Background: an optimization exercise with open tools, aiming at small area and a short achievable clock period. Do not read the settings as production practice.
RTL that was checked went through simulation tests only; none was proved equivalent to the original.
No activity file was given, so power comes from the tool's default toggle rates.

==> flow/design.v <==
module alu(
		input  FPUCLK,
		input  [31:0] A, B,
		input  [2:0]  CTRL,
		output [31:0] OUT
	);
	wire        v_in = (CTRL[2:1] == 2'b00);
	wire [31:0] ca = {A[30:0], 1'b0}, cb = {B[30:0], 1'b0};
	wire [31:0] cg0 = ca & ~cb, cl0 = ~ca & cb;
	wire [15:0] cg1, cl1;
	wire [7:0]  cg2, cl2;
	wire [3:0]  cg3, cl3;
	wire [1:0]  cg4, cl4;
	genvar ci;
	generate
		for (ci = 0; ci < 16; ci = ci + 1) begin : c1
			assign cg1[ci] = cg0[2*ci+1] | (~cl0[2*ci+1] & cg0[2*ci]);
			assign cl1[ci] = cl0[2*ci+1] | (~cg0[2*ci+1] & cl0[2*ci]);
		end
		for (ci = 0; ci < 8; ci = ci + 1) begin : c2
			assign cg2[ci] = cg1[2*ci+1] | (~cl1[2*ci+1] & cg1[2*ci]);
			assign cl2[ci] = cl1[2*ci+1] | (~cg1[2*ci+1] & cl1[2*ci]);
		end
		for (ci = 0; ci < 4; ci = ci + 1) begin : c3
			assign cg3[ci] = cg2[2*ci+1] | (~cl2[2*ci+1] & cg2[2*ci]);
			assign cl3[ci] = cl2[2*ci+1] | (~cg2[2*ci+1] & cl2[2*ci]);
		end
		for (ci = 0; ci < 2; ci = ci + 1) begin : c4
			assign cg4[ci] = cg3[2*ci+1] | (~cl3[2*ci+1] & cg3[2*ci]);
			assign cl4[ci] = cl3[2*ci+1] | (~cg3[2*ci+1] & cl3[2*ci]);
		end
	endgenerate
	wire        agb  = ~(cl4[1] | (~cg4[1] & cl4[0]));	 
	wire        ageb = ~cl3[3];					 
	wire [7:0]  dab  = A[30:23] - B[30:23];
	wire [7:0]  dba  = B[30:23] - A[30:23];
	wire [7:0]  d    = ageb ? dab : dba;
	reg  [22:0] ma0, mb0;
	reg  [7:0]  e0;
	reg  [4:0]  d0;
	reg         big0;			 
	reg         sa0, sb0, agb0, nagb0, v0;
	always @(posedge FPUCLK) begin
		ma0  <= A[22:0];
		mb0  <= B[22:0];
		e0   <= ageb ? A[30:23] : B[30:23];
		d0   <= d[4:0];
		big0 <= (d[7:5] != 3'b000);
		sa0  <= A[31];
		sb0  <= B[31] ^ CTRL[0];		 
		agb0 <= agb;
		nagb0 <= ~agb;			 
		v0   <= v_in;
	end
	wire [22:0] x1  = agb0 ? ma0 : mb0;	 
	wire [22:0] y1  = nagb0 ? ma0 : mb0;	 
	wire        sub = sa0 ^ sb0;
	wire [23:0] ys1 = {1'b1, y1} >> d0;
	reg  [22:0] xm1;
	reg  [23:0] ym1;
	reg  [7:0]  e1;
	reg         s1, sub1, big1, v1;
	always @(posedge FPUCLK) begin
		xm1  <= x1;
		ym1  <= ys1 ^ {24{sub}};
		e1   <= e0;
		s1   <= agb0 ? sa0 : sb0;
		sub1 <= sub;
		big1 <= big0;
		v1   <= v0;
	end
	wire [25:0] aa2 = {2'b01, xm1, 1'b1};
	wire [23:0] yb2 = big1 ? {24{sub1}} : ym1;	 
	wire [25:0] bb2 = {1'b0, yb2, sub1};
	wire [25:0] pp2 = aa2 ^ bb2;
	wire [25:0] sg0 = aa2 & bb2, sp0 = pp2;
	wire [25:0] sg1, sp1, sg2, sp2, sg3, sp3, sg4, sp4, sg5, sp5;
	genvar ai;
	generate
		for (ai = 0; ai < 26; ai = ai + 1) begin : sk
			if (ai & 1) begin : m1
				assign sg1[ai] = sg0[ai] | (sp0[ai] & sg0[ai - 1]);
				assign sp1[ai] = sp0[ai] & sp0[ai - 1];
			end else begin : p1
				assign sg1[ai] = sg0[ai];
				assign sp1[ai] = sp0[ai];
			end
			if (ai & 2) begin : m2
				assign sg2[ai] = sg1[ai] | (sp1[ai] & sg1[(ai & ~1) - 1]);
				assign sp2[ai] = sp1[ai] & sp1[(ai & ~1) - 1];
			end else begin : p2
				assign sg2[ai] = sg1[ai];
				assign sp2[ai] = sp1[ai];
			end
			if (ai & 4) begin : m3
				assign sg3[ai] = sg2[ai] | (sp2[ai] & sg2[(ai & ~3) - 1]);
				assign sp3[ai] = sp2[ai] & sp2[(ai & ~3) - 1];
			end else begin : p3
				assign sg3[ai] = sg2[ai];
				assign sp3[ai] = sp2[ai];
			end
			if (ai & 8) begin : m4
				assign sg4[ai] = sg3[ai] | (sp3[ai] & sg3[(ai & ~7) - 1]);
				assign sp4[ai] = sp3[ai] & sp3[(ai & ~7) - 1];
			end else begin : p4
				assign sg4[ai] = sg3[ai];
				assign sp4[ai] = sp3[ai];
			end
			if (ai & 16) begin : m5
				assign sg5[ai] = sg4[ai] | (sp4[ai] & sg4[(ai & ~15) - 1]);
				assign sp5[ai] = sp4[ai] & sp4[(ai & ~15) - 1];
			end else begin : p5
				assign sg5[ai] = sg4[ai];
				assign sp5[ai] = sp4[ai];
			end
		end
	endgenerate
	wire [25:0] sum2 = pp2 ^ {sg5[24:0], 1'b0};
	wire [24:0] r2   = {sum2[25] & ~sub1, sum2[24:1]};
	reg  [24:0] r2q;
	reg  [7:0]  e2;
	reg         s2, v2;
	always @(posedge FPUCLK) begin
		r2q <= r2;
		e2  <= e1 + 8'd2;			 
		s2  <= s1;
		v2  <= v1;
	end
	wire [31:0] lz_in = {r2q, 7'b0};
	wire [15:0] v_1;  wire [15:0] p_1;
	wire [7:0]  v_2;  wire [15:0] p_2;
	wire [3:0]  v_4;  wire [11:0] p_4;
	wire [1:0]  v_8;  wire [7:0]  p_8;
	wire [4:0]  n3;
	genvar gi;
	generate
		for (gi = 0; gi < 16; gi = gi + 1) begin : l1
			assign v_1[gi] = lz_in[2*gi+1] | lz_in[2*gi];
			assign p_1[gi] = ~lz_in[2*gi+1];
		end
		for (gi = 0; gi < 8; gi = gi + 1) begin : l2
			assign v_2[gi] = v_1[2*gi+1] | v_1[2*gi];
			assign p_2[2*gi+1:2*gi] = v_1[2*gi+1] ? {1'b0, p_1[2*gi+1]} : {1'b1, p_1[2*gi]};
		end
		for (gi = 0; gi < 4; gi = gi + 1) begin : l4
			assign v_4[gi] = v_2[2*gi+1] | v_2[2*gi];
			assign p_4[3*gi+2:3*gi] = v_2[2*gi+1] ? {1'b0, p_2[4*gi+3:4*gi+2]} : {1'b1, p_2[4*gi+1:4*gi]};
		end
		for (gi = 0; gi < 2; gi = gi + 1) begin : l8
			assign v_8[gi] = v_4[2*gi+1] | v_4[2*gi];
			assign p_8[4*gi+3:4*gi] = v_4[2*gi+1] ? {1'b0, p_4[6*gi+5:6*gi+3]} : {1'b1, p_4[6*gi+2:6*gi]};
		end
	endgenerate
	assign n3 = v_8[1] ? {1'b0, p_8[7:4]} : {1'b1, p_8[3:0]};
	wire [24:0] t16 = n3[4] ? {r2q[8:0], 16'b0} : r2q;
	wire [24:0] t8  = n3[3] ? {t16[16:0], 8'b0} : t16;
	wire [24:0] t4  = n3[2] ? {t8[20:0], 4'b0}  : t8;
	wire [24:0] t2  = n3[1] ? {t4[22:0], 2'b0}  : t4;
	wire [24:0] t1  = n3[0] ? {t2[23:0], 1'b0}  : t2;
	wire [3:0]  elo = {1'b0, e2[2:0]} + {1'b0, ~n3[2:0]};
	wire [4:0]  u0  = e2[7:3] - 5'd4;
	wire [4:0]  u1  = e2[7:3] - 5'd3;
	wire [4:0]  u2  = e2[7:3] - 5'd2;
	wire [4:0]  u3  = e2[7:3] - 5'd1;
	wire [4:0]  u4  = e2[7:3];
	reg  [4:0]  ehi0, ehi1;		 
	always @(*) begin
		case (~n3[4:3])
			2'd0: begin ehi0 = u0; ehi1 = u1; end
			2'd1: begin ehi0 = u1; ehi1 = u2; end
			2'd2: begin ehi0 = u2; ehi1 = u3; end
			default: begin ehi0 = u3; ehi1 = u4; end
		endcase
	end
	wire [7:0]  e3  = {elo[3] ? ehi1 : ehi0, elo[2:0]};
	wire        zero = ~(v_8[1] | v_8[0]);		 
	reg  [31:0] res3;
	reg         z3, nz3;		 
	always @(posedge FPUCLK) begin
		if (v2) begin
			res3 <= {s2, e3, t1[23:1]};
			z3   <= zero;
			nz3  <= ~zero;
		end
	end
	assign OUT = {res3[31:27] & {5{~z3}}, res3[26:23] & {4{nz3}}, res3[22:0]};
endmodule
Settings: LEC_CHECK=0, ABC_AREA=1, CAP_MARGIN=20, CORE_MARGIN=2, CORE_UTILIZATION=40, SETUP_SLACK_MARGIN=3.2, SLEW_MARGIN=20; clock period 5.5 ns.
standard.sh (not shown) runs the stock make flow with config.mk's settings and CLKGATE_MAP_FILE= SYNTH_SCRIPT=/design/flow/synth_recipe.tcl, a recipe that flattens the netlist after the stock synthesis.
==> flow/flow/run.sh <==
#!/bin/bash
set -euo pipefail
bash standard.sh \
  "BUFFER_PORTS_ARGS=-buffer_cell sky130_fd_sc_hd__buf_1" \
  finish > make_finish.log 2>&1
Edit:
--- a/flow/design.v
+++ b/flow/design.v
@@ -35,17 +35,16 @@
 	wire [7:0]  dab  = A[30:23] - B[30:23];
 	wire [7:0]  dba  = B[30:23] - A[30:23];
 	wire [7:0]  d    = ageb ? dab : dba;
+	wire [4:0]  d5   = (d[7:5] != 3'b000) ? 5'd31 : d[4:0];
 	reg  [22:0] ma0, mb0;
 	reg  [7:0]  e0;
 	reg  [4:0]  d0;
-	reg         big0;			 
 	reg         sa0, sb0, agb0, nagb0, v0;
 	always @(posedge FPUCLK) begin
 		ma0  <= A[22:0];
 		mb0  <= B[22:0];
 		e0   <= ageb ? A[30:23] : B[30:23];
-		d0   <= d[4:0];
-		big0 <= (d[7:5] != 3'b000);
+		d0   <= d5;
 		sa0  <= A[31];
 		sb0  <= B[31] ^ CTRL[0];		 
 		agb0 <= agb;
@@ -59,19 +58,17 @@
 	reg  [22:0] xm1;
 	reg  [23:0] ym1;
 	reg  [7:0]  e1;
-	reg         s1, sub1, big1, v1;
+	reg         s1, sub1, v1;
 	always @(posedge FPUCLK) begin
 		xm1  <= x1;
 		ym1  <= ys1 ^ {24{sub}};
 		e1   <= e0;
 		s1   <= agb0 ? sa0 : sb0;
 		sub1 <= sub;
-		big1 <= big0;
 		v1   <= v0;
 	end
 	wire [25:0] aa2 = {2'b01, xm1, 1'b1};
-	wire [23:0] yb2 = big1 ? {24{sub1}} : ym1;	 
-	wire [25:0] bb2 = {1'b0, yb2, sub1};
+	wire [25:0] bb2 = {1'b0, ym1, sub1};
 	wire [25:0] pp2 = aa2 ^ bb2;
 	wire [25:0] sg0 = aa2 & bb2, sp0 = pp2;
 	wire [25:0] sg1, sp1, sg2, sp2, sg3, sp3, sg4, sp4, sg5, sp5;
@@ -157,31 +154,15 @@
 	wire [24:0] t4  = n3[2] ? {t8[20:0], 4'b0}  : t8;
 	wire [24:0] t2  = n3[1] ? {t4[22:0], 2'b0}  : t4;
 	wire [24:0] t1  = n3[0] ? {t2[23:0], 1'b0}  : t2;
-	wire [3:0]  elo = {1'b0, e2[2:0]} + {1'b0, ~n3[2:0]};
-	wire [4:0]  u0  = e2[7:3] - 5'd4;
-	wire [4:0]  u1  = e2[7:3] - 5'd3;
-	wire [4:0]  u2  = e2[7:3] - 5'd2;
-	wire [4:0]  u3  = e2[7:3] - 5'd1;
-	wire [4:0]  u4  = e2[7:3];
-	reg  [4:0]  ehi0, ehi1;		 
-	always @(*) begin
-		case (~n3[4:3])
-			2'd0: begin ehi0 = u0; ehi1 = u1; end
-			2'd1: begin ehi0 = u1; ehi1 = u2; end
-			2'd2: begin ehi0 = u2; ehi1 = u3; end
-			default: begin ehi0 = u3; ehi1 = u4; end
-		endcase
-	end
-	wire [7:0]  e3  = {elo[3] ? ehi1 : ehi0, elo[2:0]};
+	wire [7:0]  e3  = e2 + {3'b111, ~n3};
 	wire        zero = ~(v_8[1] | v_8[0]);		 
 	reg  [31:0] res3;
-	reg         z3, nz3;		 
+	reg         z3;
 	always @(posedge FPUCLK) begin
 		if (v2) begin
 			res3 <= {s2, e3, t1[23:1]};
 			z3   <= zero;
-			nz3  <= ~zero;
 		end
 	end
-	assign OUT = {res3[31:27] & {5{~z3}}, res3[26:23] & {4{nz3}}, res3[22:0]};
+	assign OUT = {res3[31:23] & {9{~z3}}, res3[22:0]};
 endmodule
After rerunning: The new run went through all stages and came out clean. Design area falls by 5.3%. Total power falls by 13%. Flip-flop and latch count falls by 3. Non-clock buffer count goes down by 9. Die area shrinks by 3.7%. Critical path depth went down by 8. Worst setup slack gets worse by 0.022 ns.
For the first run of this note, only the layout was checked, not whether the RTL still works.

-- afterwards: timing with drivers on the ports --
In the flow no input, the clock included, has a driving cell. The finished layouts below were timed again as built, in two steps.
Step 1 assumes that a clkbuf_16 drives the clock port and a buf_2 every other input.
Step 2 also shifts input and output timing later by t, the mid clock arrival at the registers, as if the neighbouring blocks saw the same clock.
a / b / c = ideal ports / drivers / drivers and shift; a / b = the first two.
run | shift t [ns] | slack for setup (ns) | hold WS [ns] | latest minus earliest clock arrival (ns) | pins driven straight from the clock port
the first run | 0.479 | 3.165 / 3.165 / 2.793 | 0.327 / 0.327 / 0.327 | 0.015 / 0.014 | 1
the second run | 0.481 | 3.142 / 3.095 / 2.828 | 0.324 / 0.324 / 0.324 | 0.022 / 0.022 | 1
After both steps every run listed still meets setup and hold. For the first run, which loses most, drivers alone change the setup slack by 0.000 ns; drivers and shift together by -0.372 ns.
